Background: an optimization exercise with open tools, aiming at small area and a short achievable clock period. Do not read the settings as production practice.
Only simulation tests tie the RTL to the original design; equivalence was not proved.
No activity file was given, so power comes from the tool's default toggle rates.

==> flow/design.v, too long to show whole: its modules and the start of the top module <==
// module F_Mul: 1144 lines
module F_Mul #(
    parameter DATA_W = 32
    )
   (
   input clk,
   input rst,
   input running,
   input [DATA_W-1:0] in0,
   input [DATA_W-1:0] in1,
   (* versat_latency = 4 *) output [DATA_W-1:0] out0
   );
  // ...
==> flow/flow/run.sh <==
#!/bin/bash
# Standard ORFS flow with one extra step between synthesis and floorplan:
# flow/invpush.py re-polarises full adders in the synthesised netlist to drop
# the inverters Yosys' extract_fa leaves between them (registers untouched).
set -euo pipefail
R=$(pwd)/orfs/results/${FLOW_PLATFORM}/F_Mul/base
bash standard.sh "$R/1_2_yosys.v" > synth.log 2>&1
cp "$R/1_2_yosys.v" yosys_orig.v
python3 flow/invpush.py yosys_orig.v "$R/1_2_yosys.v" > invpush.log 2>&1
bash standard.sh finish BUFFER_PORTS_ARGS="-buffer_cell sky130_fd_sc_hd__buf_1" > layout.log 2>&1
==> flow/flow/invpush.py <==
#!/usr/bin/env python3
"""Re-polarise full adders in a mapped sky130 netlist to remove inverters.

A full adder is self-dual: FA(~a,~b,~c) = (~s, ~co).  Yosys' extract_fa leaves
an inverter on many adder-to-adder nets.  This pass chooses, for each fa cell,
whether it computes the true or the complemented outputs so that as few nets as
possible need an inverter, removes the inverters that only served the adder
network and adds one inverter per net that still needs the other polarity.
usage: invpush.py in.v out.v
"""
import re, sys, collections

src = open(sys.argv[1]).read()
m = re.search(r'\bmodule\s+(\S+)\s*\(', src)
body_start = src.index(';', m.end()) + 1
end = src.rindex('endmodule')
header = src[:body_start]
body = src[body_start:end]

cell_re = re.compile(r'^\s*(sky130_fd_sc_hd__\w+)\s+(\\\S+\s|\S+)\s*\((.*?)\);\s*$', re.S | re.M)
pin_re = re.compile(r'\.(\w+)\(\s*(.*?)\s*\)\s*(?:,|$)', re.S)

items = []      # ('text', str) or ('cell', [type, name, [(pin, net)]])
pos = 0
for cm in cell_re.finditer(body):
    if cm.start() > pos:
        items.append(('text', body[pos:cm.start()]))
    typ, name, pins = cm.group(1), cm.group(2).strip(), cm.group(3)
    pl = [(p, n.strip()) for p, n in pin_re.findall(pins)]
    items.append(('cell', [typ, name, pl]))
    pos = cm.end()
items.append(('text', body[pos:]))

ports = set()
for pm in re.finditer(r'^\s*(input|output)\s*(\[(\d+):(\d+)\])?\s*([^;]+);', src, re.M):
    names = [x.strip() for x in pm.group(5).split(',')]
    for nm in names:
        if pm.group(2):
            hi, lo = int(pm.group(3)), int(pm.group(4))
            for i in range(min(hi, lo), max(hi, lo) + 1):
                ports.add('%s[%d]' % (nm, i))
        ports.add(nm)

OUT = {'X', 'Y', 'Q', 'Q_N', 'SUM', 'COUT', 'HI', 'LO'}
def is_inv(t): return re.match(r'sky130_fd_sc_hd__(clk)?inv_\d+$', t) is not None
def is_buf(t): return re.match(r'sky130_fd_sc_hd__(clk)?buf_\d+$', t) is not None
def is_fa(t): return re.match(r'sky130_fd_sc_hd__fa_\d+$', t) is not None
def is_xor(t): return re.match(r'sky130_fd_sc_hd__x(n)?or2_\d+$', t) is not None

cells = [it[1] for it in items if it[0] == 'cell']
driver = {}
for ci, (t, n, pl) in enumerate(cells):
    for p, net in pl:
        if p in OUT:
            driver[net] = ci

# inverters that may be collapsed: output not a port
inv_in = {}
def collapsible(c):
    t, n, pl = c
    if not (is_inv(t) or is_buf(t)): return False
    d = dict(pl)
    return (d.get('Y', d.get('X')) not in ports)
for ci, c in enumerate(cells):
    if collapsible(c):
        d = dict(c[2])
        if is_inv(c[0]):
            inv_in[d['Y']] = (d['A'], 1)
        else:
            inv_in[d['X']] = (d['A'], 0)

def lit(net):
    par = 0
    seen = 0
    while net in inv_in and seen < 100:
        net, q = inv_in[net]; par ^= q; seen += 1
    return net, par

fas = [ci for ci, c in enumerate(cells) if is_fa(c[0]) or is_xor(c[0])]
infl = [is_fa(cells[ci][0]) for ci in fas]   # inputs flip too (full adders)
fa_idx = {ci: k for k, ci in enumerate(fas)}
phi = [0] * len(fas)
flippable = [True] * len(fas)
for k, ci in enumerate(fas):
    for p, net in cells[ci][2]:
        if p in OUT and net in ports:
            flippable[k] = False

# loads per base net: list of (cell index, pin, parity)
loads = collections.defaultdict(list)
for ci, (t, n, pl) in enumerate(cells):
    if collapsible(cells[ci]):
        continue
    for p, net in pl:
        if p in OUT: continue
        b, par = lit(net)
        loads[b].append((ci, p, par))

def base_phase(b):
    ci = driver.get(b)
    if ci is not None and ci in fa_idx:
        return phi[fa_idx[ci]]
    return 0

def need(b):
    """1 if base net b needs an inverted copy."""
    av = base_phase(b)
    for ci, p, par in loads[b]:
        req = par ^ (phi[fa_idx[ci]] if ci in fa_idx and infl[fa_idx[ci]] else 0)
        if req != av:
            return 1
    return 0

def touched(k):
    ci = fas[k]
    s = set()
    for p, net in cells[ci][2]:
        if p in OUT:
            s.add(net)
        elif infl[k]:
            s.add(lit(net)[0])
    return s

before = sum(need(b) for b in list(loads))
changed = True
it = 0
while changed and it < 50:
    changed = False; it += 1
    for k in range(len(fas)):
        if not flippable[k]: continue
        ts = touched(k)
        c0 = sum(need(b) for b in ts)
        phi[k] ^= 1
        c1 = sum(need(b) for b in ts)
        if c1 < c0:
            changed = True
        else:
            phi[k] ^= 1
import random
random.seed(1)
cur = sum(need(b) for b in list(loads))
best = cur; bestphi = list(phi)
flip_ok = [k for k in range(len(fas)) if flippable[k]]
T = 1.0
for step in range(300000):
    k = random.choice(flip_ok)
    ts = touched(k)
    c0 = sum(need(b) for b in ts)
    phi[k] ^= 1
    c1 = sum(need(b) for b in ts)
    d = c1 - c0
    if d <= 0 or random.random() < pow(2.718, -d / T):
        cur += d
        if cur < best:
            best = cur; bestphi = list(phi)
    else:
        phi[k] ^= 1
    T = max(0.02, 1.0 * (1 - step / 250000.0))
phi[:] = bestphi
after = sum(need(b) for b in list(loads))
n_old_inv = sum(1 for c in cells if collapsible(c))
sys.stderr.write("invpush: %d fa, %d flipped, collapsible inverters %d, inverted nets needed before %d after %d\n"
                 % (len(fas), sum(phi), n_old_inv, before, after))

# rebuild
newinv = {}
newwires = []
def inv_of(b):
    if b not in newinv:
        nm = '_invp%d_' % len(newinv)
        newinv[b] = nm
        newwires.append(nm)
    return newinv[b]

# nets driven by a flipped cell carry the complement now: rename them
ren = {}
for k, ci in enumerate(fas):
    if phi[k]:
        for p, net in cells[ci][2]:
            if p in OUT:
                ren[net] = '_ipn%d_' % len(ren)
                newwires.append(ren[net])
R = lambda x: ren.get(x, x)
for ci, (t, n, pl) in enumerate(cells):
    if collapsible(cells[ci]):
        continue
    newpl = []
    for p, net in pl:
        if p in OUT:
            newpl.append((p, R(net))); continue
        b, par = lit(net)
        req = par ^ (phi[fa_idx[ci]] if ci in fa_idx and infl[fa_idx[ci]] else 0)
        newpl.append((p, R(b) if req == base_phase(b) else inv_of(b)))
    cells[ci][2] = newpl
    if ci in fa_idx and phi[fa_idx[ci]] and is_xor(t):
        cells[ci][0] = t.replace('xnor2', 'XOR2').replace('xor2', 'xnor2').replace('XOR2', 'xor2')
        op = 'Y' if 'xnor2' in cells[ci][0] else 'X'
        cells[ci][2] = [(op if p in ('X', 'Y') else p, net) for p, net in cells[ci][2]]

def esc(x):
    return x + ' ' if x.startswith('\\') else x
out = [header]
out.append('\n' + ''.join('  wire %s;\n' % w for w in newwires))
k = 0
for kind, v in items:
    if kind == 'text':
        out.append(v)
    else:
        t, n, pl = v
        if collapsible(v):
            continue
        out.append('  %s %s (\n%s\n  );\n' % (t, n if not n.startswith('\\') else n + ' ', ',\n'.join('    .%s(%s)' % (p, esc(net)) for p, net in pl)))
for b, nm in newinv.items():
    out.append('  sky130_fd_sc_hd__inv_1 _invpc%s (\n    .A(%s),\n    .Y(%s)\n  );\n' % (nm[5:], esc(R(b)), nm))
out.append('endmodule\n')
open(sys.argv[2], 'w').write(''.join(out))
==> flow/standard.sh <==
#!/bin/bash
# synth_recipe.tcl (not shown) runs the flow's synth.tcl, then flattens the netlist and writes it again
# the make line also repeats each setting of config.mk as NAME=value (left out here)
make -C /OpenROAD-flow-scripts/flow DESIGN_CONFIG=/design/flow/config.mk WORK_HOME=/design/flow/orfs CLKGATE_MAP_FILE= SYNTH_SCRIPT=/design/flow/synth_recipe.tcl "${@:-finish}"
==> flow/config.mk <==
export PLATFORM = sky130hd
export DESIGN_NAME = F_Mul
export DESIGN_NICKNAME = F_Mul
export VERILOG_FILES = /design/flow/design.v
export SDC_FILE = /design/flow/constraint.sdc
export NUM_CORES = 4
export LEC_CHECK = 0
export CAP_MARGIN = 20
export CORE_MARGIN = 2
export CORE_UTILIZATION = 40
export SETUP_SLACK_MARGIN = 5
export SLEW_MARGIN = 20
==> flow/constraint.sdc <==
create_clock -name core_clock -period 10.0 [get_ports {clk}]
set_input_delay 2.0000 -clock core_clock [delete_from_list [all_inputs] [get_ports {clk}]]
set_output_delay 2.0000 -clock core_clock [all_outputs]
set_load 0.01 [all_outputs]
==> metrics.cfg, run 1 <==
[critical_path]
slowest_delay_ps=530
crit_path_frequent_cell=fa_1
timing.rr.start=fa1[16]
r2r_slack_ps=5330
rr_endpoint=c2
cp.depth=15
critPathCapture=c2
crit_buf_inv=1

[finish]
fin_nets=2201
regArea_um2=4120
largest_class=multi-input gates
final_cell_mix=fa_1, a22oi_1, xnor2_1
nFlopsAndLatches=205
drive_above_1_share=0.0690
buffer_area_frac=0.0390
seq_area_frac=0.203

[pwr]
comb-power_mw=4.14
top_power_group=combinational cells
powerClk_uw=890

[placement]
gp_congestion=0.914

[clock_tree]
clk-insertion-delay-late_ps=560
clock-sinks=205
postCtsResizedCells=3
clk_pin_slew_ps=60

[timing]
finalHoldViolCount=0
setup_ws_ps=5330
setup_viol=0

[synthesis]
netlist_area_um2=17900
syn_nets=2022
avgSynthCellArea_um2=11.3

[global_routing]
use_met3=0.0536
grt_usage=0.237
grt_use_met2=0.385

[outcome]
status=timing/DRC/antenna clean

[routing]
dr.pass1.iters=7
routed_via_density=5.66
top_layer=met4
wirelength_um=54400

[floorplan]
die_area_um2=46500

==> run 2: changes to the inputs <==
--- a/flow/design.v
+++ b/flow/design.v
@@ -988,32 +988,32 @@
    wire ts585 = tc412 ^ ts495 ^ tc494;
    wire tc586 = (tc412 & ts495) | (tc412 & tc494) | (ts495 & tc494);
    wire ts587 = pp11_23 ^ ts497 ^ tc496;
    wire tc588 = (pp11_23 & ts497) | (pp11_23 & tc496) | (ts497 & tc496);
    wire ts589 = ts499 ^ pp11_24 ^ tc498;
    wire tc590 = (ts499 & pp11_24) | (ts499 & tc498) | (pp11_24 & tc498);
    wire ts591 = 1'b1 ^ tc500;
    wire tc592 = 1'b1 & tc500;
-   wire [20:0] low_sum = {1'b0, {tc534, tc532, tc530, tc528, tc526, tc524, tc522, tc520, tc518, tc516, tc514, tc512, tc510, tc508, tc506, tc504, tc502, ts501, pp0_1, neg0}} + {1'b0, {ts535, ts533, ts531, ts529, ts527, ts525, ts523, ts521, ts519, ts517, ts515, ts513, ts511, ts509, ts507, ts505, ts503, pp1_0, 1'b0, pp0_0}};
+   wire [14:0] low_sum = {1'b0, {tc522, tc520, tc518, tc516, tc514, tc512, tc510, tc508, tc506, tc504, tc502, ts501, pp0_1, neg0}} + {1'b0, {ts523, ts521, ts519, ts517, ts515, ts513, ts511, ts509, ts507, ts505, ts503, pp1_0, 1'b0, pp0_0}};
    reg        s2, z2, n2, k2, c2;
    reg [7:0]  e2;
-   reg [27:0] x2, y2;
+   reg [33:0] x2, y2;
    always @(posedge clk) begin
       s2 <= s1;
       z2 <= z1;
       e2 <= e1;
       n2 <= ~rst & v1;
       k2 <= ~rst;
-      c2 <= low_sum[20];
-      x2 <= {tc590, tc588, tc586, tc584, tc582, tc580, tc578, tc576, tc574, tc572, tc570, tc568, tc566, tc564, tc562, tc560, tc558, tc556, tc554, tc552, tc550, tc548, tc546, tc544, tc542, tc540, tc538, tc536};
-      y2 <= {ts591, ts589, ts587, ts585, ts583, ts581, ts579, ts577, ts575, ts573, ts571, ts569, ts567, ts565, ts563, ts561, ts559, ts557, ts555, ts553, ts551, ts549, ts547, ts545, ts543, ts541, ts539, ts537};
+      c2 <= low_sum[14];
+      x2 <= {tc590, tc588, tc586, tc584, tc582, tc580, tc578, tc576, tc574, tc572, tc570, tc568, tc566, tc564, tc562, tc560, tc558, tc556, tc554, tc552, tc550, tc548, tc546, tc544, tc542, tc540, tc538, tc536, tc534, tc532, tc530, tc528, tc526, tc524};
+      y2 <= {ts591, ts589, ts587, ts585, ts583, ts581, ts579, ts577, ts575, ts573, ts571, ts569, ts567, ts565, ts563, ts561, ts559, ts557, ts555, ts553, ts551, ts549, ts547, ts545, ts543, ts541, ts539, ts537, ts535, ts533, ts531, ts529, ts527, ts525};
    end
-   wire [27:0] cpa_p = x2 ^ y2;
-   wire [27:0] cpa_g = x2 & y2;
+   wire [33:0] cpa_p = x2 ^ y2;
+   wire [33:0] cpa_g = x2 & y2;
    wire cpa_g0c = cpa_g[0] | (cpa_p[0] & c2);
    wire cpa_G1 = cpa_g[1] | (cpa_p[1] & cpa_g0c);
    wire cpa_P1 = cpa_p[1] & cpa_p[0];
    wire cpa_G2 = cpa_g[3] | (cpa_p[3] & cpa_g[2]);
    wire cpa_P2 = cpa_p[3] & cpa_p[2];
    wire cpa_G3 = cpa_g[5] | (cpa_p[5] & cpa_g[4]);
    wire cpa_P3 = cpa_p[5] & cpa_p[4];
    wire cpa_G4 = cpa_g[7] | (cpa_p[7] & cpa_g[6]);
@@ -1033,86 +1033,110 @@
    wire cpa_G11 = cpa_g[21] | (cpa_p[21] & cpa_g[20]);
    wire cpa_P11 = cpa_p[21] & cpa_p[20];
    wire cpa_G12 = cpa_g[23] | (cpa_p[23] & cpa_g[22]);
    wire cpa_P12 = cpa_p[23] & cpa_p[22];
    wire cpa_G13 = cpa_g[25] | (cpa_p[25] & cpa_g[24]);
    wire cpa_P13 = cpa_p[25] & cpa_p[24];
    wire cpa_G14 = cpa_g[27] | (cpa_p[27] & cpa_g[26]);
    wire cpa_P14 = cpa_p[27] & cpa_p[26];
-   wire cpa_G15 = cpa_G2 | (cpa_P2 & cpa_G1);
-   wire cpa_P15 = cpa_P2 & cpa_P1;
-   wire cpa_G16 = cpa_G4 | (cpa_P4 & cpa_G3);
-   wire cpa_P16 = cpa_P4 & cpa_P3;
-   wire cpa_G17 = cpa_G6 | (cpa_P6 & cpa_G5);
-   wire cpa_P17 = cpa_P6 & cpa_P5;
-   wire cpa_G18 = cpa_G8 | (cpa_P8 & cpa_G7);
-   wire cpa_P18 = cpa_P8 & cpa_P7;
-   wire cpa_G19 = cpa_G10 | (cpa_P10 & cpa_G9);
-   wire cpa_P19 = cpa_P10 & cpa_P9;
-   wire cpa_G20 = cpa_G12 | (cpa_P12 & cpa_G11);
-   wire cpa_P20 = cpa_P12 & cpa_P11;
-   wire cpa_G21 = cpa_G14 | (cpa_P14 & cpa_G13);
-   wire cpa_P21 = cpa_P14 & cpa_P13;
-   wire cpa_G22 = cpa_G16 | (cpa_P16 & cpa_G15);
-   wire cpa_P22 = cpa_P16 & cpa_P15;
-   wire cpa_G23 = cpa_G18 | (cpa_P18 & cpa_G17);
-   wire cpa_P23 = cpa_P18 & cpa_P17;
-   wire cpa_G24 = cpa_G20 | (cpa_P20 & cpa_G19);
-   wire cpa_P24 = cpa_P20 & cpa_P19;
-   wire cpa_G25 = cpa_G23 | (cpa_P23 & cpa_G22);
-   wire cpa_P25 = cpa_P23 & cpa_P22;
-   wire cpa_G26 = cpa_G24 | (cpa_P24 & cpa_G25);
-   wire cpa_P26 = cpa_P24 & cpa_P25;
-   wire cpa_G27 = cpa_G17 | (cpa_P17 & cpa_G22);
-   wire cpa_P27 = cpa_P17 & cpa_P22;
-   wire cpa_G28 = cpa_G19 | (cpa_P19 & cpa_G25);
-   wire cpa_P28 = cpa_P19 & cpa_P25;
-   wire cpa_G29 = cpa_G21 | (cpa_P21 & cpa_G26);
-   wire cpa_P29 = cpa_P21 & cpa_P26;
-   wire cpa_G30 = cpa_G3 | (cpa_P3 & cpa_G15);
-   wire cpa_P30 = cpa_P3 & cpa_P15;
-   wire cpa_G31 = cpa_G5 | (cpa_P5 & cpa_G22);
-   wire cpa_P31 = cpa_P5 & cpa_P22;
-   wire cpa_G32 = cpa_G7 | (cpa_P7 & cpa_G27);
-   wire cpa_P32 = cpa_P7 & cpa_P27;
-   wire cpa_G33 = cpa_G9 | (cpa_P9 & cpa_G25);
-   wire cpa_P33 = cpa_P9 & cpa_P25;
-   wire cpa_G34 = cpa_G11 | (cpa_P11 & cpa_G28);
-   wire cpa_P34 = cpa_P11 & cpa_P28;
-   wire cpa_G35 = cpa_G13 | (cpa_P13 & cpa_G26);
-   wire cpa_P35 = cpa_P13 & cpa_P26;
-   wire cpa_G36 = cpa_g[2] | (cpa_p[2] & cpa_G1);
-   wire cpa_P36 = cpa_p[2] & cpa_P1;
-   wire cpa_G37 = cpa_g[4] | (cpa_p[4] & cpa_G15);
-   wire cpa_P37 = cpa_p[4] & cpa_P15;
-   wire cpa_G38 = cpa_g[6] | (cpa_p[6] & cpa_G30);
-   wire cpa_P38 = cpa_p[6] & cpa_P30;
-   wire cpa_G39 = cpa_g[8] | (cpa_p[8] & cpa_G22);
-   wire cpa_P39 = cpa_p[8] & cpa_P22;
-   wire cpa_G40 = cpa_g[10] | (cpa_p[10] & cpa_G31);
-   wire cpa_P40 = cpa_p[10] & cpa_P31;
-   wire cpa_G41 = cpa_g[12] | (cpa_p[12] & cpa_G27);
-   wire cpa_P41 = cpa_p[12] & cpa_P27;
-   wire cpa_G42 = cpa_g[14] | (cpa_p[14] & cpa_G32);
-   wire cpa_P42 = cpa_p[14] & cpa_P32;
-   wire cpa_G43 = cpa_g[16] | (cpa_p[16] & cpa_G25);
-   wire cpa_P43 = cpa_p[16] & cpa_P25;
-   wire cpa_G44 = cpa_g[18] | (cpa_p[18] & cpa_G33);
-   wire cpa_P44 = cpa_p[18] & cpa_P33;
-   wire cpa_G45 = cpa_g[20] | (cpa_p[20] & cpa_G28);
-   wire cpa_P45 = cpa_p[20] & cpa_P28;
-   wire cpa_G46 = cpa_g[22] | (cpa_p[22] & cpa_G34);
-   wire cpa_P46 = cpa_p[22] & cpa_P34;
-   wire cpa_G47 = cpa_g[24] | (cpa_p[24] & cpa_G26);
-   wire cpa_P47 = cpa_p[24] & cpa_P26;
-   wire cpa_G48 = cpa_g[26] | (cpa_p[26] & cpa_G35);
-   wire cpa_P48 = cpa_p[26] & cpa_P35;
-   wire [27:0] cpa_s = cpa_p ^ {cpa_G48, cpa_G35, cpa_G47, cpa_G26, cpa_G46, cpa_G34, cpa_G45, cpa_G28, cpa_G44, cpa_G33, cpa_G43, cpa_G25, cpa_G42, cpa_G32, cpa_G41, cpa_G27, cpa_G40, cpa_G31, cpa_G39, cpa_G22, cpa_G38, cpa_G30, cpa_G37, cpa_G15, cpa_G36, cpa_G1, cpa_g0c, c2};
-   wire [27:0] T = cpa_s[27 -: 28];
+   wire cpa_G15 = cpa_g[29] | (cpa_p[29] & cpa_g[28]);
+   wire cpa_P15 = cpa_p[29] & cpa_p[28];
+   wire cpa_G16 = cpa_g[31] | (cpa_p[31] & cpa_g[30]);
+   wire cpa_P16 = cpa_p[31] & cpa_p[30];
+   wire cpa_G17 = cpa_g[33] | (cpa_p[33] & cpa_g[32]);
+   wire cpa_P17 = cpa_p[33] & cpa_p[32];
+   wire cpa_G18 = cpa_G2 | (cpa_P2 & cpa_G1);
+   wire cpa_P18 = cpa_P2 & cpa_P1;
+   wire cpa_G19 = cpa_G4 | (cpa_P4 & cpa_G3);
+   wire cpa_P19 = cpa_P4 & cpa_P3;
+   wire cpa_G20 = cpa_G6 | (cpa_P6 & cpa_G5);
+   wire cpa_P20 = cpa_P6 & cpa_P5;
+   wire cpa_G21 = cpa_G8 | (cpa_P8 & cpa_G7);
+   wire cpa_P21 = cpa_P8 & cpa_P7;
+   wire cpa_G22 = cpa_G10 | (cpa_P10 & cpa_G9);
+   wire cpa_P22 = cpa_P10 & cpa_P9;
+   wire cpa_G23 = cpa_G12 | (cpa_P12 & cpa_G11);
+   wire cpa_P23 = cpa_P12 & cpa_P11;
+   wire cpa_G24 = cpa_G14 | (cpa_P14 & cpa_G13);
+   wire cpa_P24 = cpa_P14 & cpa_P13;
+   wire cpa_G25 = cpa_G16 | (cpa_P16 & cpa_G15);
+   wire cpa_P25 = cpa_P16 & cpa_P15;
+   wire cpa_G26 = cpa_G19 | (cpa_P19 & cpa_G18);
+   wire cpa_P26 = cpa_P19 & cpa_P18;
+   wire cpa_G27 = cpa_G21 | (cpa_P21 & cpa_G20);
+   wire cpa_P27 = cpa_P21 & cpa_P20;
+   wire cpa_G28 = cpa_G23 | (cpa_P23 & cpa_G22);
+   wire cpa_P28 = cpa_P23 & cpa_P22;
+   wire cpa_G29 = cpa_G25 | (cpa_P25 & cpa_G24);
+   wire cpa_P29 = cpa_P25 & cpa_P24;
+   wire cpa_G30 = cpa_G27 | (cpa_P27 & cpa_G26);
+   wire cpa_P30 = cpa_P27 & cpa_P26;
+   wire cpa_G31 = cpa_G29 | (cpa_P29 & cpa_G28);
+   wire cpa_P31 = cpa_P29 & cpa_P28;
+   wire cpa_G32 = cpa_G31 | (cpa_P31 & cpa_G30);
+   wire cpa_P32 = cpa_P31 & cpa_P30;
+   wire cpa_G33 = cpa_G28 | (cpa_P28 & cpa_G30);
+   wire cpa_P33 = cpa_P28 & cpa_P30;
+   wire cpa_G34 = cpa_G20 | (cpa_P20 & cpa_G26);
+   wire cpa_P34 = cpa_P20 & cpa_P26;
+   wire cpa_G35 = cpa_G22 | (cpa_P22 & cpa_G30);
+   wire cpa_P35 = cpa_P22 & cpa_P30;
+   wire cpa_G36 = cpa_G24 | (cpa_P24 & cpa_G33);
+   wire cpa_P36 = cpa_P24 & cpa_P33;
+   wire cpa_G37 = cpa_G3 | (cpa_P3 & cpa_G18);
+   wire cpa_P37 = cpa_P3 & cpa_P18;
+   wire cpa_G38 = cpa_G5 | (cpa_P5 & cpa_G26);
+   wire cpa_P38 = cpa_P5 & cpa_P26;
+   wire cpa_G39 = cpa_G7 | (cpa_P7 & cpa_G34);
+   wire cpa_P39 = cpa_P7 & cpa_P34;
+   wire cpa_G40 = cpa_G9 | (cpa_P9 & cpa_G30);
+   wire cpa_P40 = cpa_P9 & cpa_P30;
+   wire cpa_G41 = cpa_G11 | (cpa_P11 & cpa_G35);
+   wire cpa_P41 = cpa_P11 & cpa_P35;
+   wire cpa_G42 = cpa_G13 | (cpa_P13 & cpa_G33);
+   wire cpa_P42 = cpa_P13 & cpa_P33;
+   wire cpa_G43 = cpa_G15 | (cpa_P15 & cpa_G36);
+   wire cpa_P43 = cpa_P15 & cpa_P36;
+   wire cpa_G44 = cpa_G17 | (cpa_P17 & cpa_G32);
+   wire cpa_P44 = cpa_P17 & cpa_P32;
+   wire cpa_G45 = cpa_g[2] | (cpa_p[2] & cpa_G1);
+   wire cpa_P45 = cpa_p[2] & cpa_P1;
+   wire cpa_G46 = cpa_g[4] | (cpa_p[4] & cpa_G18);
+   wire cpa_P46 = cpa_p[4] & cpa_P18;
+   wire cpa_G47 = cpa_g[6] | (cpa_p[6] & cpa_G37);
+   wire cpa_P47 = cpa_p[6] & cpa_P37;
+   wire cpa_G48 = cpa_g[8] | (cpa_p[8] & cpa_G26);
+   wire cpa_P48 = cpa_p[8] & cpa_P26;
+   wire cpa_G49 = cpa_g[10] | (cpa_p[10] & cpa_G38);
+   wire cpa_P49 = cpa_p[10] & cpa_P38;
+   wire cpa_G50 = cpa_g[12] | (cpa_p[12] & cpa_G34);
+   wire cpa_P50 = cpa_p[12] & cpa_P34;
+   wire cpa_G51 = cpa_g[14] | (cpa_p[14] & cpa_G39);
+   wire cpa_P51 = cpa_p[14] & cpa_P39;
+   wire cpa_G52 = cpa_g[16] | (cpa_p[16] & cpa_G30);
+   wire cpa_P52 = cpa_p[16] & cpa_P30;
+   wire cpa_G53 = cpa_g[18] | (cpa_p[18] & cpa_G40);
+   wire cpa_P53 = cpa_p[18] & cpa_P40;
+   wire cpa_G54 = cpa_g[20] | (cpa_p[20] & cpa_G35);
+   wire cpa_P54 = cpa_p[20] & cpa_P35;
+   wire cpa_G55 = cpa_g[22] | (cpa_p[22] & cpa_G41);
+   wire cpa_P55 = cpa_p[22] & cpa_P41;
+   wire cpa_G56 = cpa_g[24] | (cpa_p[24] & cpa_G33);
+   wire cpa_P56 = cpa_p[24] & cpa_P33;
+   wire cpa_G57 = cpa_g[26] | (cpa_p[26] & cpa_G42);
+   wire cpa_P57 = cpa_p[26] & cpa_P42;
+   wire cpa_G58 = cpa_g[28] | (cpa_p[28] & cpa_G36);
+   wire cpa_P58 = cpa_p[28] & cpa_P36;
+   wire cpa_G59 = cpa_g[30] | (cpa_p[30] & cpa_G43);
+   wire cpa_P59 = cpa_p[30] & cpa_P43;
+   wire cpa_G60 = cpa_g[32] | (cpa_p[32] & cpa_G32);
+   wire cpa_P60 = cpa_p[32] & cpa_P32;
+   wire [33:0] cpa_s = cpa_p ^ {cpa_G60, cpa_G32, cpa_G59, cpa_G43, cpa_G58, cpa_G36, cpa_G57, cpa_G42, cpa_G56, cpa_G33, cpa_G55, cpa_G41, cpa_G54, cpa_G35, cpa_G53, cpa_G40, cpa_G52, cpa_G30, cpa_G51, cpa_G39, cpa_G50, cpa_G34, cpa_G49, cpa_G38, cpa_G48, cpa_G26, cpa_G47, cpa_G37, cpa_G46, cpa_G18, cpa_G45, cpa_G1, cpa_g0c, c2};
+   wire [27:0] T = cpa_s[33 -: 28];
    wire        hi = T[27];
    wire [23:0] m24 = hi ? T[27:4] : T[26:3];
    wire        g   = hi ? T[3] : T[2];
    wire        r   = hi ? T[2] : T[1];
    wire        st  = hi ? (T[1] | T[0]) : T[0];
    reg [23:0] m3;
    reg [7:0]  e3;
    reg        rnd3, s3, n3, k3, z3;
==> flow/flow/run.sh (replaced) <==
#!/bin/bash
# Standard ORFS flow with one extra step between synthesis and floorplan:
# flow/invpush.py re-polarises full adders in the synthesised netlist to drop
# the inverters Yosys' extract_fa leaves between them (registers untouched).
# Ports are buffered with buf_1 (resized later by repair) and timing repair
# aims for 5.5 ns of setup slack.
set -euo pipefail
R=$(pwd)/orfs/results/${FLOW_PLATFORM}/F_Mul/base
bash standard.sh "$R/1_2_yosys.v" > synth.log 2>&1
cp "$R/1_2_yosys.v" yosys_orig.v
python3 flow/invpush.py yosys_orig.v "$R/1_2_yosys.v" > invpush.log 2>&1
bash standard.sh finish SETUP_SLACK_MARGIN=5.5 BUFFER_PORTS_ARGS="-buffer_cell sky130_fd_sc_hd__buf_1" > layout.log 2>&1
==> flow/config.mk (replaced) <==
export PLATFORM = sky130hd
export DESIGN_NAME = F_Mul
export DESIGN_NICKNAME = F_Mul
export VERILOG_FILES = /design/flow/design.v
export SDC_FILE = /design/flow/constraint.sdc
export NUM_CORES = 4
export LEC_CHECK = 0
export CAP_MARGIN = 20
export CORE_MARGIN = 2
export CORE_UTILIZATION = 40
export SLEW_MARGIN = 20
==> metrics.cfg, run 2 <==
[clock_tree]
clock-sinks=217  ; was 205
cts-htree-levels=1  ; unchanged
cts_max_path_buffers=3  ; unchanged
clk-insertion-delay-late_ps=580  ; was 560 ps
clk_pin_slew_ps=60  ; about the same
numCtsBuffers=25  ; was 23
root_buffer=clkbuf_16  ; unchanged
cts_tree=yes  ; unchanged
holdBufCountCts=0  ; unchanged

[finish]
reg_top3=x2 x34, y2 x34, res x32  ; was res x32, x2 x28, y2 x28
diodes=0  ; unchanged
stdcell_area_um2=20800  ; was 20300 um^2
final_cell_mix=fa_1, a22oi_1, dfxtp_1  ; was fa_1, a22oi_1, xnor2_1
fin_nets=2245  ; was 2201
utilization=0.461  ; was 0.458
syn_to_final_growth_pct=14.4  ; was 13.2%
stdcell_count=2427  ; was 2374
drive_above_1_share=0.0717  ; was 0.0690
final_common_cell=fa_1  ; unchanged

[global_routing]
grt_pass1_wl_um=85400  ; about the same
antenna_found_initial=0  ; unchanged
grt_max_degree=40  ; was 50
grt_pass1_vias=14600  ; was 14.4k
overflow=0  ; unchanged
grt_usage=0.235  ; was 0.237

[placement]
gp_congestion=0.872  ; was 0.914
place_area_um2=19700  ; was 19400 um^2
dpl.hpwl_um=36400  ; was 36800 um
placedCellCount=2371  ; was 2327
port_buffers=98  ; unchanged

[critical_path]
r2r_slack_ps=5600  ; was 5330 ps
rr_endpoint=c2  ; unchanged
end_kind=output port  ; was register
cp_max_fo=32  ; was 26
required_ps=8000  ; was 10450 ps
rr_worst_depth=11  ; was 15
cp.arrival_ps=2430  ; was 5120 ps
timing.rr.start=fa1[10]  ; was fa1[16]
crit_buf_inv=2  ; was 1
cp-startpoint=running  ; was fa1[16]
slowest_delay_ps=150  ; was 530 ps
cp.depth=3  ; was 15
worstPathCellList=buf_8, and2_1, buf_1  ; was buf_4, a22oi_1, xnor2_1, ha_1, fa_1, fa_1, fa_1, fa_1, ha_1, a21o_1, a21o_1, a21oi_1, o21ai_0, nor3_1, a21oi_1
critPathTopFamily=buffers and inverters  ; was adder cells
startpoint_type=input pin  ; was register
crit_path_top_delay_cell=buf_1  ; was fa_1
worstSetupPathType=input pin to output port  ; was register to register

[pwr]
power.switching_mw=2.66  ; was 2.78 mW
clockPowerShare=0.162  ; was 0.140
p_leak_nw=8.10  ; was 7.84 nW
comb_power_share=0.618  ; was 0.653
power_density_nw_per_um2=302  ; was 313 nW/um^2
switching_share=0.425  ; was 0.438
ir_drop_v=0.000182  ; was 0.000276 V
p_int_mw=3.61  ; was 3.56 mW
p_seq_frac=0.220  ; was 0.206
p_total_mw=6.27  ; was 6.34 mW

[floorplan]
ioPinCount=99  ; unchanged
die_area_um2=47100  ; was 46500 um^2
die_w_um=217  ; was 216 um
fp.dieH_um=217  ; was 216 um
rows=78  ; was 77
start_util=0.403  ; was 0.405
coreArea_um2=45100  ; was 44200 um^2

[worst_hold_path]
min_from=s1  ; was e1[6]
hold_depth=0  ; unchanged
hp-class=register to register  ; unchanged
hold_end=s2  ; was e2[6]

[run]
maxCapViolations=0  ; unchanged

[routing]
avgRoutedWirePerCell_um=22.5  ; was 22.9 um
drt_iter0_markers=1285  ; was 1270
postRouteAntennaNets=0  ; unchanged
dr.pass1.iters=6  ; was 7
drc=0  ; unchanged
vias=13900  ; was 13.4k
routed_via_density=5.71  ; was 5.66
wirelength_um=54500  ; was 54400 um

[synthesis]
avgSynthCellArea_um2=11.2  ; was 11.3 um^2
netlist_instances=1616  ; was 1587
syn_nets=2052  ; was 2022
netlist_area_um2=18200  ; was 17900 um^2
ys_warn_count=1  ; unchanged

[timing]
fin_tns_setup_ps=0  ; unchanged
slew-limit-headroom=0.188  ; was 0.252
setup_viol=0  ; unchanged
fmax_mhz=226  ; was 214 MHz
slew_viol_final=0  ; unchanged
skew_ps=35.1  ; was 26.2 ps
finalHoldViolCount=0  ; unchanged
rsz0062_at_grt=yes  ; was no
period_share=0.443  ; was 0.467
post-route-min-period_ps=4430  ; was 4670 ps
tightestPinTransition_ps=1220  ; was 1120 ps

[outcome]
status=timing/DRC/antenna clean  ; unchanged

run 2: timing repair:
item,in CTS,in global routing
gates resized for setup,7,8
endpoints found under the setup margin,41,17
setup buffers,0,11
endpoints found under the hold margin,0,0
run 2: per-stage QoR:
| step | hold slack (ps) | setup WS (ps) |
|---|---|---|
| after global routing | 331 | 5450 |
| after CTS | 327 | 5530 |
| after global placement | 311 | 4790 |
| final | 326 | 5570 |
| after floorplan | 310 | 5570 |
| after detailed placement | 313 | 4970 |
run 2: layer usage:
layer	track usage	vias to the layer above	routed length [um]
met2	0.386	740	24900
met5	0	-	0
met1	0.307	6880	22100
li1	-	6083	-
met3	0.0486	159	5020
met4	0.0861	0	2460
run 2: worst max path at each step:
| stage | end | slack [ps] |
|---|---|---|
| floorplan | e3[6] | 5570 |
| global placement | res[15] | 4790 |
| detailed placement | out0[0] | 4970 |
| CTS | out0[0] | 5530 |
| global route | m3[8] | 5450 |
| finish | out0[0] | 5570 |
run 2: final cells by class:
class	count	area [um^2]
clock inverters	12	210
fillers	4211	24300
clock buffers	33	706
inverters	66	255
repair buffers	166	893
multi-input cells	1333	13600
well taps	600	751
flip-flops and latches	217	4350
run 2: power by group through the flow:
stage | combinational, mW | sequential [mW] | clock, mW
CTS | 3.88 | 1.38 | 1.04
finish | 3.88 | 1.38 | 1.01
global route | 4.45 | 1.41 | 1.07
global placement | 3.76 | 1.39 | 0
detailed placement | 3.85 | 1.40 | 0
floorplan | 2.67 | 1.42 | 0
==> run 3: changes to the inputs <==
--- a/flow/config.mk
+++ b/flow/config.mk
@@ -9,3 +9,5 @@
 export CORE_MARGIN = 2
 export CORE_UTILIZATION = 40
+export CTS_CLUSTER_DIAMETER = 80
+export CTS_CLUSTER_SIZE = 30
 export SLEW_MARGIN = 20
==> metrics.cfg, run 3 <==
[outcome]
status=timing/DRC/antenna clean  ; unchanged

[finish]
fin_nets=2238  ; was 2245
diodes=0  ; unchanged
fill_cells=4242  ; was 4211
final_cell_mix=fa_1, a22oi_1, dfxtp_1  ; unchanged
stdcell_count=2413  ; was 2427
syn_to_final_growth_pct=12.6  ; was 14.4%
final_common_cell=fa_1  ; unchanged
stdcell_area_um2=20500  ; was 20800 um^2
drive_above_1_share=0.0645  ; was 0.0717
utilization=0.454  ; was 0.461
reg_top3=x2 x34, y2 x34, res x32  ; unchanged

[critical_path]
cp_max_fo=32  ; unchanged
worstSetupPathType=input pin to output port  ; unchanged
timing.rr.start=fa1[10]  ; unchanged
cp-startpoint=running  ; unchanged
cp.arrival_ps=2430  ; about the same
required_ps=8000  ; about the same
end_kind=output port  ; unchanged
startpoint_type=input pin  ; unchanged

[global_routing]
grt_pass1_wl_um=84700  ; was 85400 um
overflow=0  ; unchanged
grt_usage=0.233  ; was 0.235
antenna_found_initial=0  ; unchanged
grt_pass1_vias=14500  ; was 14.6k
grt_max_degree=40  ; unchanged

[clock_tree]
clk_pin_slew_ps=90  ; was 60 ps
root_buffer=clkbuf_16  ; unchanged
clk-insertion-delay-late_ps=520  ; was 580 ps
clock-sinks=217  ; unchanged
cts_tree=yes  ; unchanged
cts_max_path_buffers=3  ; unchanged
cts-htree-levels=1  ; unchanged
numCtsBuffers=17  ; was 25
holdBufCountCts=0  ; unchanged

[timing]
slew-limit-headroom=0.185  ; was 0.188
post-route-min-period_ps=4430  ; about the same
slew_viol_final=0  ; unchanged
hold_slack_ps=334  ; was 326 ps
fmax_mhz=226  ; about the same
fin_tns_setup_ps=0  ; unchanged
tightestPinTransition_ps=1220  ; about the same
period_share=0.443  ; about the same
setup_ws_ps=5570  ; about the same
skew_ps=12.4  ; was 35.1 ps
rsz0062_at_grt=no  ; was yes
finalHoldViolCount=0  ; unchanged
setup_viol=0  ; unchanged

[pwr]
power_density_nw_per_um2=292  ; was 302 nW/um^2
ir_drop_v=0.000132  ; was 0.000182 V
p_leak_nw=7.94  ; was 8.10 nW
p_total_mw=5.96  ; was 6.27 mW

[routing]
dr.pass1.iters=6  ; unchanged
routed_via_density=5.70  ; was 5.71
vias=13800  ; was 13.9k
top_layer=met4  ; unchanged
wirelength_um=54000  ; was 54500 um
drt_iter0_markers=1149  ; was 1285
met2_length_um=24900  ; about the same
postRouteAntennaNets=0  ; unchanged
wl_met1_um=21800  ; was 22100 um
drc=0  ; unchanged
route.met3.wl_um=5140  ; was 5020 um
avgRoutedWirePerCell_um=22.4  ; was 22.5 um

[placement]
dp_worst_setup_slack_ps=4970  ; unchanged
port_buffers=98  ; unchanged
dpl.hpwl_um=36400  ; unchanged
gp_congestion=0.872  ; unchanged
placedCellCount=2371  ; unchanged
place_area_um2=19700  ; unchanged

[worst_hold_path]
min_from=e1[4]  ; was s1
hp-class=register to register  ; unchanged

[floorplan]
rows=78  ; unchanged
die_area_um2=47100  ; unchanged
fp.dieH_um=217  ; unchanged
die_w_um=217  ; unchanged
coreArea_um2=45100  ; unchanged
ioPinCount=99  ; unchanged
start_util=0.403  ; unchanged

[synthesis]
avgSynthCellArea_um2=11.2  ; unchanged
syn_nets=2052  ; unchanged
netlist_instances=1616  ; unchanged
ys_warn_count=1  ; unchanged
netlist_area_um2=18200  ; unchanged

[run]
maxCapViolations=0  ; unchanged

-- run 3: cell types whose count changed in the layout (fill, tap and decap cells not counted), sizes merged --
cell and delta:
clkinv -1, clkbuf -12, clkinvlp -1, bufinv -4, buf +1, inv +3
-- run 3: final timing paths --
kind	end	slack (ps)	cells after the start
setup / recovery	out0[0]	5570	3
hold / removal	e2[4]	330	0
setup reg to reg	c2	5610	11
hold reg to reg	e2[4]	330	0
-- run 3: routing by layer --
layer  GRT usage  vias to the layer above
met3      0.0503                      148
met1       0.304                     6829
li1            -                     6063
met4      0.0833                        0
met2       0.383                      719
met5           0                        -
-- run 3: worst max-delay path, stage by stage --
cell	delay [ps]
buf_8	140
and2_1	140
buf_1	150
-- run 3: what timing repair did --
action                                  4_1_cts  5_1_grt
gates resized for setup                       7       10
endpoints found under the setup margin       40       17
pin swaps                                     0        0
buffers inserted                              0       12
-- run 3: cell type report --
cell class	instances	area [um^2]	share of cell area
Multi-Input combinational cell	1333	13600	0.666
Clock buffer	21	450	0.0220
Inverter	66	255	0.0125
Clock inverter	9	119	0.00581
Tap cell	600	751	0.0367
Sequential cell	217	4350	0.213
Timing Repair Buffer	167	908	0.0444
-- run 3: where the power goes --
part	leakage, nW	internal (mW)	total (mW)	switching (mW)
clock	0.277	0.363	0.713	0.350
sequential	1.82	1.21	1.38	0.164
combinational	5.84	1.77	3.87	2.11
total	7.94	3.34	5.96	2.62
==> run 4: changes to the inputs <==
--- a/flow/flow/run.sh
+++ b/flow/flow/run.sh
@@ -10,3 +10,3 @@
 cp "$R/1_2_yosys.v" yosys_orig.v
 python3 flow/invpush.py yosys_orig.v "$R/1_2_yosys.v" > invpush.log 2>&1
-bash standard.sh finish SETUP_SLACK_MARGIN=5.5 BUFFER_PORTS_ARGS="-buffer_cell sky130_fd_sc_hd__buf_1" > layout.log 2>&1
+bash standard.sh finish SETUP_SLACK_MARGIN=5.75 BUFFER_PORTS_ARGS="-buffer_cell sky130_fd_sc_hd__buf_1" > layout.log 2>&1
--- a/flow/config.mk
+++ b/flow/config.mk
@@ -9,5 +9,3 @@
 export CORE_MARGIN = 2
 export CORE_UTILIZATION = 40
-export CTS_CLUSTER_DIAMETER = 80
-export CTS_CLUSTER_SIZE = 30
 export SLEW_MARGIN = 20
==> metrics.cfg, run 4 <==
[outcome]
status=timing/DRC/antenna clean  ; unchanged

[finish]
regArea_um2=4350  ; about the same
multiInputGateArea_um2=13700  ; was 13600 um^2
diodes=0  ; unchanged
stdcell_count=2424  ; was 2413
fill_cells=4171  ; was 4242
drive_above_1_share=0.107  ; was 0.0645
reg_top3=x2 x34, y2 x34, res x32  ; unchanged
stdcell_area_um2=21200  ; was 20500 um^2
final_cell_mix=fa_1, a22oi_1, dfxtp_1  ; unchanged
syn_to_final_growth_pct=16.8  ; was 12.6%
fin_nets=2242  ; was 2238
final_common_cell=fa_1  ; unchanged

[timing]
slew-limit-headroom=0.371  ; was 0.185
fin_tns_setup_ps=0  ; unchanged
rsz0062_at_grt=yes  ; was no
slew_viol_final=0  ; unchanged
tightestPinTransition_ps=942  ; was 1220 ps
setup_viol=0  ; unchanged
skew_ps=11.5  ; was 12.4 ps
period_share=0.438  ; was 0.443
post-route-min-period_ps=4380  ; was 4430 ps
fmax_mhz=228  ; was 226 MHz
finalHoldViolCount=0  ; unchanged

[routing]
drc=0  ; unchanged
routed_via_density=5.77  ; was 5.70
vias=14000  ; was 13.8k
drt_iter0_markers=1300  ; was 1149
postRouteAntennaNets=0  ; unchanged
dr.pass1.iters=6  ; unchanged
avgRoutedWirePerCell_um=22.9  ; was 22.4 um
wirelength_um=55600  ; was 54000 um

[run]
maxCapViolations=0  ; unchanged

[synthesis]
netlist_area_um2=18200  ; unchanged
netlist_instances=1616  ; unchanged
ys_warn_count=1  ; unchanged
syn_nets=2052  ; unchanged
avgSynthCellArea_um2=11.2  ; unchanged

[floorplan]
start_util=0.403  ; unchanged
die_w_um=217  ; unchanged
rows=78  ; unchanged
die_area_um2=47100  ; unchanged
ioPinCount=99  ; unchanged
fp.dieH_um=217  ; unchanged
coreArea_um2=45100  ; unchanged

[clock_tree]
clk_pin_slew_ps=50  ; was 90 ps
holdBufCountCts=0  ; unchanged
cts_tree=yes  ; unchanged
root_buffer=clkbuf_16  ; unchanged
clk-insertion-delay-late_ps=550  ; was 520 ps
cts-htree-levels=1  ; unchanged
cts_max_path_buffers=3  ; unchanged
numCtsBuffers=26  ; was 17
clock-sinks=217  ; unchanged

[pwr]
power_density_nw_per_um2=299  ; was 292 nW/um^2
comb_power_share=0.626  ; was 0.649
p_leak_nw=8.32  ; was 7.94 nW
p_total_mw=6.34  ; was 5.96 mW
p_seq_frac=0.219  ; was 0.231
switching_share=0.425  ; was 0.440
clockPowerShare=0.155  ; was 0.120
p_int_mw=3.64  ; was 3.34 mW
power.switching_mw=2.69  ; was 2.62 mW
ir_drop_v=0.000143  ; was 0.000132 V

[global_routing]
use_met3=0.0432  ; was 0.0503
grt_pass1_wl_um=86500  ; was 84700 um
grt_usage=0.238  ; was 0.233
grt_pass1_vias=15000  ; was 14.5k
antenna_found_initial=0  ; unchanged
grt_max_degree=47  ; was 40
grt_util_met1=0.308  ; was 0.304
overflow=0  ; unchanged
grt_use_met2=0.395  ; was 0.383
grt_most_used_layer=met2  ; unchanged

[critical_path]
end_kind=output port  ; unchanged
cp.arrival_ps=2380  ; was 2430 ps
timing.rr.start=bneg[7]  ; was fa1[10]
cp_max_fo=16  ; was 32
cp-startpoint=running  ; unchanged
startpoint_type=input pin  ; unchanged
required_ps=8000  ; about the same
worstSetupPathType=input pin to output port  ; unchanged

[placement]
port_buffers=98  ; unchanged
placedCellCount=2370  ; was 2371
gp_congestion=0.872  ; about the same
dpl.hpwl_um=36600  ; was 36400 um
place_area_um2=19700  ; about the same

[worst_hold_path]
min_from=e1[5]  ; was e1[4]
hp-class=register to register  ; unchanged

==> run 4: final timing paths <==
path              to  slack [ps]  cells past startpoint
max          out0[3]        5620                      3
min            e2[5]         320                      0
max reg2reg   y2[11]        5860                      8
min reg2reg    e2[5]         320                      0
==> run 4: cell type report <==
class	count	share of cell area
Clock buffer	36	0.0362
Clock inverter	10	0.00708
Inverter	66	0.0120
Multi-Input combinational cell	1333	0.647
Sequential cell	217	0.205
Tap cell	600	0.0354
Timing Repair Buffer	162	0.0571
==> run 4: per-layer routing <==
layer | share of wire | vias up | routed length, um
met1 | 0.40 | 7000 | 22400
met4 | 0.037 | 0 | 2040
met5 | 0 | - | 0
li1 | - | 6082 | -
met2 | 0.47 | 763 | 26100
met3 | 0.090 | 152 | 5000
==> run 4: power by group through the flow <==
stage / clock [mW] / sequential, mW / combinational (mW)
final: 0.981 / 1.39 / 3.97
after global routing: 1.04 / 1.41 / 4.46
after CTS: 1.01 / 1.39 / 3.96
after detailed placement: 0 / 1.40 / 3.90
after global placement: 0 / 1.40 / 3.76
after floorplan: 0 / 1.42 / 2.67
==> run 4: what timing repair did <==
action	in CTS	in global routing
buffers inserted	1	5
pin swaps	4	4
gates cloned	2	0
gates resized for setup	76	55
setup endpoints to repair	67	63
==> run 4: metrics by stage <==
step	setup slack, ps	hold slack [ps]	util
floorplan	5850	310	-
global placement	4810	311	0.437
detailed placement	4950	312	0.438
global route	5610	326	0.471
finish	5620	323	0.471
CTS	5610	321	0.464
==> run 4: worst max-delay path: stages <==
cell	delay, ps
buf_12	120
and2_4	140
buf_6	110
==> run 5: changes to the inputs <==
--- a/flow/flow/run.sh
+++ b/flow/flow/run.sh
@@ -10,3 +10,3 @@
 cp "$R/1_2_yosys.v" yosys_orig.v
 python3 flow/invpush.py yosys_orig.v "$R/1_2_yosys.v" > invpush.log 2>&1
-bash standard.sh finish SETUP_SLACK_MARGIN=5.75 BUFFER_PORTS_ARGS="-buffer_cell sky130_fd_sc_hd__buf_1" > layout.log 2>&1
+bash standard.sh finish SETUP_SLACK_MARGIN=5.5 BUFFER_PORTS_ARGS="-buffer_cell sky130_fd_sc_hd__buf_1" > layout.log 2>&1
--- a/flow/flow/invpush.py
+++ b/flow/flow/invpush.py
@@ -46,4 +46,5 @@
 def is_buf(t): return re.match(r'sky130_fd_sc_hd__(clk)?buf_\d+$', t) is not None
 def is_fa(t): return re.match(r'sky130_fd_sc_hd__fa_\d+$', t) is not None
+def is_ha(t): return re.match(r'sky130_fd_sc_hd__ha_1$', t) is not None
 def is_xor(t): return re.match(r'sky130_fd_sc_hd__x(n)?or2_\d+$', t) is not None
 
@@ -77,6 +78,7 @@
     return net, par
 
-fas = [ci for ci, c in enumerate(cells) if is_fa(c[0]) or is_xor(c[0])]
-infl = [is_fa(cells[ci][0]) for ci in fas]   # inputs flip too (full adders)
+fas = [ci for ci, c in enumerate(cells) if is_fa(c[0]) or is_xor(c[0]) or is_ha(c[0])]
+infl = [is_fa(cells[ci][0]) or is_ha(cells[ci][0]) for ci in fas]   # inputs flip
+outfl = [not is_ha(cells[ci][0]) for ci in fas]                     # outputs flip
 fa_idx = {ci: k for k, ci in enumerate(fas)}
 phi = [0] * len(fas)
@@ -99,5 +101,5 @@
 def base_phase(b):
     ci = driver.get(b)
-    if ci is not None and ci in fa_idx:
+    if ci is not None and ci in fa_idx and outfl[fa_idx[ci]]:
         return phi[fa_idx[ci]]
     return 0
@@ -117,5 +119,5 @@
     for p, net in cells[ci][2]:
         if p in OUT:
-            s.add(net)
+            if outfl[k]: s.add(net)
         elif infl[k]:
             s.add(lit(net)[0])
@@ -176,5 +178,5 @@
 ren = {}
 for k, ci in enumerate(fas):
-    if phi[k]:
+    if phi[k] and outfl[k]:
         for p, net in cells[ci][2]:
             if p in OUT:
@@ -210,4 +212,9 @@
         if collapsible(v):
             continue
+        if is_ha(t) and cells.index(v) in fa_idx and phi[fa_idx[cells.index(v)]]:
+            d = dict(pl)
+            out.append('  sky130_fd_sc_hd__xor2_1 %s (\n    .A(%s),\n    .B(%s),\n    .X(%s)\n  );\n' % (n + '_hx' if not n.startswith('\\') else n + '_hx ', esc(d['A']), esc(d['B']), esc(d['SUM'])))
+            out.append('  sky130_fd_sc_hd__nor2_1 %s (\n    .A(%s),\n    .B(%s),\n    .Y(%s)\n  );\n' % (n + '_hn' if not n.startswith('\\') else n + '_hn ', esc(d['A']), esc(d['B']), esc(d['COUT'])))
+            continue
         out.append('  %s %s (\n%s\n  );\n' % (t, n if not n.startswith('\\') else n + ' ', ',\n'.join('    .%s(%s)' % (p, esc(net)) for p, net in pl)))
 for b, nm in newinv.items():
--- a/flow/config.mk
+++ b/flow/config.mk
@@ -9,3 +9,5 @@
 export CORE_MARGIN = 2
 export CORE_UTILIZATION = 40
+export CTS_CLUSTER_DIAMETER = 80
+export CTS_CLUSTER_SIZE = 30
 export SLEW_MARGIN = 20
==> metrics.cfg, run 5 <==
[routing]
dr.pass1.iters=7  ; was 6
wl_met1_um=22000  ; was 22400 um
met2_length_um=24900  ; was 26100 um
avgRoutedWirePerCell_um=22.7  ; was 22.9 um
postRouteAntennaNets=0  ; unchanged
drt_iter0_markers=1332  ; was 1300
route.met3.wl_um=5270  ; was 5000 um
top_layer=met4  ; unchanged
routed_via_density=5.77  ; about the same
vias=13900  ; was 14.0k
wirelength_um=54700  ; was 55600 um
drc=0  ; unchanged

[worst_hold_path]
hp-class=register to register  ; unchanged

[timing]
setup_viol=0  ; unchanged
finalHoldViolCount=0  ; unchanged
post-route-min-period_ps=4430  ; was 4380 ps
setup_ws_ps=5570  ; was 5620 ps
rsz0062_at_grt=no  ; was yes
fmax_mhz=226  ; was 228 MHz
tightestPinTransition_ps=1220  ; was 942 ps
slew-limit-headroom=0.184  ; was 0.371
slew_viol_final=0  ; unchanged
period_share=0.443  ; was 0.438
hold_slack_ps=333  ; was 323 ps
fin_tns_setup_ps=0  ; unchanged
skew_ps=41.8  ; was 11.5 ps

[outcome]
status=timing/DRC/antenna clean  ; unchanged

[finish]
reg_top3=x2 x34, y2 x34, res x32  ; unchanged
fin_nets=2215  ; was 2242
final_cell_mix=fa_1, a22oi_1, dfxtp_1  ; unchanged
drive_above_1_share=0.0580  ; was 0.107
stdcell_area_um2=20300  ; was 21200 um^2
diodes=0  ; unchanged
syn_to_final_growth_pct=12.2  ; was 16.8%
final_common_cell=fa_1  ; unchanged
utilization=0.451  ; was 0.471
stdcell_count=2411  ; was 2424

[pwr]
p_leak_nw=7.82  ; was 8.32 nW
power_density_nw_per_um2=297  ; was 299 nW/um^2
p_total_mw=6.04  ; was 6.34 mW
ir_drop_v=0.000141  ; was 0.000143 V

[floorplan]
die_area_um2=47000  ; was 47100 um^2
coreArea_um2=45100  ; unchanged
ioPinCount=99  ; unchanged
start_util=0.402  ; was 0.403
fp.dieH_um=217  ; about the same
die_w_um=217  ; about the same
rows=78  ; unchanged

[placement]
dpl.hpwl_um=36800  ; was 36600 um
placedCellCount=2383  ; was 2370
gp_congestion=0.886  ; was 0.872
dp_worst_setup_slack_ps=4860  ; was 4950 ps
place_area_um2=19700  ; about the same
port_buffers=98  ; unchanged

[critical_path]
startpoint_type=input pin  ; unchanged
cp_max_fo=32  ; was 16
end_kind=output port  ; unchanged
required_ps=8000  ; about the same
cp.arrival_ps=2430  ; was 2380 ps
worstSetupPathType=input pin to output port  ; unchanged

[clock_tree]
cts_tree=yes  ; unchanged
numCtsBuffers=16  ; was 26
clock-sinks=217  ; unchanged
clk-insertion-delay-late_ps=530  ; was 550 ps
cts-htree-levels=1  ; unchanged
clk_pin_slew_ps=80  ; was 50 ps
holdBufCountCts=0  ; unchanged
root_buffer=clkbuf_16  ; unchanged
cts_max_path_buffers=3  ; unchanged

[synthesis]
netlist_area_um2=18100  ; was 18200 um^2
netlist_instances=1629  ; was 1616
ys_warn_count=1  ; unchanged
syn_nets=2042  ; was 2052
avgSynthCellArea_um2=11.1  ; was 11.2 um^2

[global_routing]
grt_max_degree=48  ; was 47
grt_usage=0.236  ; was 0.238
overflow=0  ; unchanged
grt_pass1_vias=14900  ; was 15.0k
antenna_found_initial=0  ; unchanged
grt_pass1_wl_um=85700  ; was 86500 um

[run]
maxCapViolations=0  ; unchanged

run 5: worst paths after layout:
path / slack [ps] / start / to / cells after the start
hold / removal: 330 / e1[3] / e2[3] / 0
setup reg to reg: 5660 / btwo[4] / c2 / 9
setup / recovery: 5570 / running / out0[19] / 3
hold reg to reg: 330 / e1[3] / e2[3] / 0
run 5: timing repair:
| action | CTS | global route |
|---|---|---|
| resized for setup | 8 | 9 |
| endpoints found under the hold margin | 0 | 0 |
| setup endpoints to repair | 62 | 19 |
| setup buffers | 1 | 0 |
run 5: power breakdown:
group          leakage [nW]  total (mW)  switching (mW)  internal, mW
logic                  5.72        3.96            2.18          1.78
registers              1.82        1.38           0.167          1.21
clock network         0.273       0.690           0.352         0.338
total                  7.82        6.04            2.70          3.33
run 5: per-layer routing:
metal | global-route usage | vias to the layer above
met2 | 0.384 | 732
met1 | 0.303 | 6926
met3 | 0.0506 | 179
met4 | 0.103 | 0
li1 | - | 6063
met5 | 0 | -
run 5: critical path: stages:
cell and delay (ps):
buf_8 130, and2_1 140, buf_1 140
run 5: layout make-up:
cell class	count	area [um^2]
inverters	56	214
clock buffers	18	439
repair buffers	155	821
multi-input cells	1356	13600
flip-flops and latches	217	4350
fillers	4320	24800
clock inverters	9	126
well taps	600	751
==> run 6: changes to the inputs <==
--- a/flow/config.mk
+++ b/flow/config.mk
@@ -11,3 +11,4 @@
 export CTS_CLUSTER_DIAMETER = 80
 export CTS_CLUSTER_SIZE = 30
+export GPL_TIMING_DRIVEN = 0
 export SLEW_MARGIN = 20
==> metrics.cfg, run 6 <==
[critical_path]
cp_max_fo=32  ; unchanged
timing.rr.start=fa1[11]  ; was btwo[4]
required_ps=8000  ; about the same
cp.arrival_ps=2430  ; about the same
end_kind=output port  ; unchanged
startpoint_type=input pin  ; unchanged
worstSetupPathType=input pin to output port  ; unchanged
cp-startpoint=running  ; unchanged

[finish]
stdcell_area_um2=20200  ; was 20300 um^2
drive_above_1_share=0.0737  ; was 0.0580
syn_to_final_growth_pct=11.5  ; was 12.2%
fin_nets=2184  ; was 2215
final_cell_mix=fa_1, a22oi_1, xor2_1  ; was fa_1, a22oi_1, dfxtp_1
stdcell_count=2379  ; was 2411
reg_top3=x2 x34, y2 x34, res x32  ; unchanged
final_common_cell=fa_1  ; unchanged
fill_cells=4279  ; was 4320
utilization=0.448  ; was 0.451

[floorplan]
start_util=0.402  ; unchanged
rows=78  ; unchanged
fp.dieH_um=217  ; unchanged
die_area_um2=47000  ; unchanged
coreArea_um2=45100  ; unchanged
die_w_um=217  ; unchanged
ioPinCount=99  ; unchanged

[synthesis]
avgSynthCellArea_um2=11.1  ; unchanged
syn_nets=2042  ; unchanged
netlist_instances=1629  ; unchanged
netlist_area_um2=18100  ; unchanged
ys_warn_count=1  ; unchanged

[timing]
setup_viol=0  ; unchanged
skew_ps=41.0  ; was 41.8 ps
slew_viol_final=0  ; unchanged
fmax_mhz=226  ; about the same
period_share=0.443  ; about the same
finalHoldViolCount=0  ; unchanged
fin_tns_setup_ps=0  ; unchanged
tightestPinTransition_ps=1230  ; was 1220 ps
rsz0062_at_grt=yes  ; was no
post-route-min-period_ps=4430  ; about the same
slew-limit-headroom=0.179  ; was 0.184

[clock_tree]
clk-insertion-delay-late_ps=530  ; about the same
cts_tree=yes  ; unchanged
numCtsBuffers=14  ; was 16
cts-htree-levels=1  ; unchanged
clk_pin_slew_ps=100  ; was 80 ps
clock-sinks=217  ; unchanged
holdBufCountCts=0  ; unchanged
cts_max_path_buffers=3  ; unchanged
root_buffer=clkbuf_16  ; unchanged

[placement]
placedCellCount=2330  ; was 2383
gp_congestion=0.865  ; was 0.886
dpl.hpwl_um=36000  ; was 36800 um
place_area_um2=19400  ; was 19700 um^2
port_buffers=98  ; unchanged

[routing]
drc=0  ; unchanged
vias=13800  ; was 13.9k
postRouteAntennaNets=0  ; unchanged
routed_via_density=5.79  ; was 5.77
dr.pass1.iters=6  ; was 7
avgRoutedWirePerCell_um=22.9  ; was 22.7 um
drt_iter0_markers=1398  ; was 1332
wirelength_um=54400  ; was 54700 um

[run]
maxCapViolations=0  ; unchanged

[pwr]
ir_drop_v=0.000161  ; was 0.000141 V
power_density_nw_per_um2=297  ; about the same
p_leak_nw=7.64  ; was 7.82 nW

[global_routing]
grt_pass1_wl_um=85200  ; was 85700 um
grt_max_degree=35  ; was 48
grt_pass1_vias=14600  ; was 14.9k
grt_usage=0.236  ; about the same
antenna_found_initial=1  ; was 0
overflow=0  ; unchanged

[outcome]
status=timing/DRC/antenna clean  ; unchanged

[worst_hold_path]
hp-class=register to register  ; unchanged
min_from=e1[2]  ; was e1[3]

==> run 6: per-layer routing <==
metal | routed length [um] | track usage | vias up
met1 | 22200 | 0.310 | 6841
met3 | 5140 | 0.0470 | 140
met4 | 2340 | 0.108 | 0
li1 | - | - | 6008
met2 | 24800 | 0.376 | 784
met5 | 0 | 0 | -
==> run 6: area by class of cell <==
cell class / count / area, um^2 / area share
clock buffer: 15 / 375 / 0.0186
inverter: 56 / 233 / 0.0115
tap: 600 / 751 / 0.0371
multi-input combinational: 1356 / 13600 / 0.675
clock inverter: 8 / 145 / 0.00718
sequential: 217 / 4420 / 0.219
antenna: 1 / 2.50 / 0.000124
timing repair buffer: 126 / 652 / 0.0322
==> run 6: worst paths after layout <==
kind             end  cells after the start  slack, ps
max          out0[8]                      3       5570
min            e2[2]                      0        340
max reg2reg       c2                     10       5580
min reg2reg    e2[2]                      0        340
==> run 6: report_power, final <==
group          total [mW]  internal [mW]  switching [mW]
logic                3.81           1.79            2.02
clock network       0.664          0.322           0.342
registers            1.53           1.22           0.316
==> run 6: timing repair <==
action / in CTS / in global routing
pin swaps: 0 / 0
buffers inserted: 6 / 19
setup endpoints to repair: 69 / 59
gates resized for setup: 18 / 19
==> run 6: per-stage QoR <==
step	setup WS (ps)	total power [mW]	hold WS (ps)
floorplan	5570	4.09	310
finish	5570	6.01	337
detailed placement	4800	5.32	318
CTS	5360	6.03	341
global route	5470	6.64	346
global placement	4530	5.19	314
==> run 6: worst max-delay path: stages <==
cell and delay (ps):
buf_8 140, and2_1 140, buf_1 140
==> run 7: changes to the inputs <==
--- a/flow/config.mk
+++ b/flow/config.mk
@@ -12,3 +12,4 @@
 export CTS_CLUSTER_SIZE = 30
 export GPL_TIMING_DRIVEN = 0
+export PLACE_DENSITY = 0.75
 export SLEW_MARGIN = 20
==> metrics.cfg, run 7 <==
[placement]
place_area_um2=19400  ; about the same
gp_congestion=0.909  ; was 0.865
port_buffers=98  ; unchanged
placedCellCount=2331  ; was 2330
dpl.hpwl_um=35200  ; was 36000 um

[critical_path]
critPathTopFamily=adder cells  ; was buffers and inverters
crit_buf_inv=0  ; was 2
crit_path_top_delay_cell=dfxtp_1  ; was buf_8
startpoint_type=register  ; was input pin
crit_path_frequent_cell=fa_1
cp_max_fo=24  ; was 32
end_kind=register  ; was output port
cp.arrival_ps=4860  ; was 2430 ps
required_ps=10390  ; was 8000 ps
slowest_delay_ps=1090  ; was 140 ps
worstSetupPathType=register to register  ; was input pin to output port
worstPathCellList=a22oi_1, xnor2_1, ha_1, fa_1, fa_1, fa_1, ha_1, nand4_1, or3_1, o21ai_0  ; was buf_8, and2_1, buf_1

[global_routing]
grt_pass1_wl_um=82900  ; was 85200 um
use_met3=0.0660  ; was 0.0470
grt_pass1_vias=15000  ; was 14.6k
grt_usage=0.225  ; was 0.236
overflow=0  ; unchanged
grt_most_used_layer=met2  ; unchanged
grt_util_met1=0.288  ; was 0.310
grt_use_met2=0.351  ; was 0.376
grt_max_degree=39  ; was 35
antenna_found_initial=0  ; was 1

[finish]
syn_to_final_growth_pct=10.4  ; was 11.5%
utilization=0.444  ; was 0.448
fin_nets=2173  ; was 2184
multiInputGateArea_um2=13600  ; about the same
stdcell_count=2365  ; was 2379
fill_cells=4197  ; was 4279
final_cell_mix=fa_1, a22oi_1, xor2_1  ; unchanged
reg_top3=x2 x34, y2 x34, res x32  ; unchanged
drive_above_1_share=0.0640  ; was 0.0737
stdcell_area_um2=20000  ; was 20200 um^2
regArea_um2=4410  ; was 4420 um^2
final_common_cell=fa_1  ; unchanged
diodes=0  ; was 1

[pwr]
power.switching_mw=2.61  ; was 2.68 mW
p_leak_nw=7.58  ; was 7.64 nW
power_density_nw_per_um2=291  ; was 297 nW/um^2
switching_share=0.448  ; was 0.446
p_int_mw=3.22  ; was 3.33 mW
comb_power_share=0.641  ; was 0.635
ir_drop_v=0.000131  ; was 0.000161 V
clockPowerShare=0.095  ; was 0.110
p_seq_frac=0.263  ; was 0.255
p_total_mw=5.83  ; was 6.01 mW

[timing]
tightestPinTransition_ps=1280  ; was 1230 ps
slew-limit-headroom=0.147  ; was 0.179
slew_viol_final=0  ; unchanged
finalHoldViolCount=0  ; unchanged
post-route-min-period_ps=4480  ; was 4430 ps
fmax_mhz=223  ; was 226 MHz
setup_viol=0  ; unchanged
fin_tns_setup_ps=0  ; unchanged
skew_ps=35.4  ; was 41.0 ps
rsz0062_at_grt=yes  ; unchanged
period_share=0.448  ; was 0.443

[clock_tree]
clk-insertion-delay-late_ps=520  ; was 530 ps
numCtsBuffers=12  ; was 14
holdBufCountCts=0  ; unchanged
clk_pin_slew_ps=100  ; about the same
clock-sinks=217  ; unchanged
root_buffer=clkbuf_16  ; unchanged
cts_max_path_buffers=3  ; unchanged
cts-htree-levels=1  ; unchanged
cts_tree=yes  ; unchanged

[routing]
drt_iter0_markers=1578  ; was 1398
dr.pass1.iters=6  ; unchanged
postRouteAntennaNets=0  ; unchanged
vias=14000  ; was 13.8k
routed_via_density=5.92  ; was 5.79
avgRoutedWirePerCell_um=22.2  ; was 22.9 um
wirelength_um=52400  ; was 54400 um
drc=0  ; unchanged

[floorplan]
die_w_um=217  ; unchanged
ioPinCount=99  ; unchanged
coreArea_um2=45100  ; unchanged
start_util=0.402  ; unchanged
rows=78  ; unchanged
fp.dieH_um=217  ; unchanged
die_area_um2=47000  ; unchanged

[worst_hold_path]
hp-class=register to register  ; unchanged

[synthesis]
netlist_instances=1629  ; unchanged
ys_warn_count=1  ; unchanged
syn_nets=2042  ; unchanged
netlist_area_um2=18100  ; unchanged
avgSynthCellArea_um2=11.1  ; unchanged

[outcome]
status=timing/DRC/antenna clean  ; unchanged

[run]
maxCapViolations=0  ; unchanged

==> run 7: metrics by stage <==
| stage | setup slack [ps] | hold slack [ps] |
|---|---|---|
| floorplan | 5570 | 310 |
| global placement | 4570 | 313 |
| detailed placement | 4900 | 312 |
| CTS | 5390 | 337 |
| global route | 5430 | 343 |
| finish | 5520 | 337 |
==> run 7: final cells by class <==
| class | instances | area share |
|---|---|---|
| clock buffers | 14 | 0.0164 |
| clock inverters | 5 | 0.00288 |
| multi-input cells | 1356 | 0.681 |
| inverters | 56 | 0.0111 |
| well taps | 600 | 0.0375 |
| repair buffers | 117 | 0.0302 |
| flip-flops and latches | 217 | 0.221 |
==> run 7: power by group through the flow <==
stage	clock network, mW	logic (mW)	registers, mW
after global placement	0	3.50	1.53
after CTS	0.565	3.71	1.52
after detailed placement	0	3.68	1.54
after floorplan	0	2.67	1.42
after global routing	0.594	4.26	1.56
final	0.556	3.74	1.54
==> run 7: worst paths after layout <==
check | slack [ps] | cells after the start | start | to
setup / recovery | 5520 | 10 | btwo[2] | c2
hold / removal | 340 | 0 | z1 | z2
setup reg to reg | 5520 | 10 | btwo[2] | c2
hold reg to reg | 340 | 0 | z1 | z2
==> run 7: what timing repair did <==
action                     CTS  global route
buffers inserted             0            15
cloned                       0             0
resized for setup           15            21
setup endpoints to repair   71            38
==> run 7: worst reg2reg max path, cell delays in order, from the launching register on <==
cell	delay, ps
dfxtp_1	1090
a22oi_1	210
xnor2_1	180
ha_1	310
fa_1	420
fa_1	520
fa_1	520
ha_1	320
nand4_1	90
or3_1	370
o21ai_0	320
==> run 7: layer usage <==
layer | share of wire | wire length, um
met5 | 0 | 0
met1 | 0.38 | 20100
met3 | 0.13 | 6680
met4 | 0.054 | 2820
met2 | 0.44 | 22800

port drivers added, routing unchanged:
Ports are ideal in the flow. The routed layouts listed here were re-timed in OpenROAD. Step 1 sets driving cells, clkbuf_16 on the clock port and buf_2 on the other inputs (assumed; they add their load-dependent delay and slew). Step 2 times the ports against the registers' clock, not the clock port: input delays grow and output delays shrink by t, the midpoint of the rising clock arrivals with the driver on. Three values: ideal, step 1, step 2; two values: the first two.
run	shift t [ns]	setup slack, ns
run 1	0.601	5.330 / 5.330 / 5.330
run 2	0.624	5.574 / 5.520 / 5.203
run 3	0.574	5.572 / 5.519 / 5.220
run 4	0.598	5.620 / 5.414 / 5.329
run 5	0.568	5.574 / 5.516 / 5.254
run 6	0.565	5.575 / 5.523 / 5.355
run 7	0.549	5.522 / 5.500 / 5.160
After both steps setup and hold are still met in every run listed.
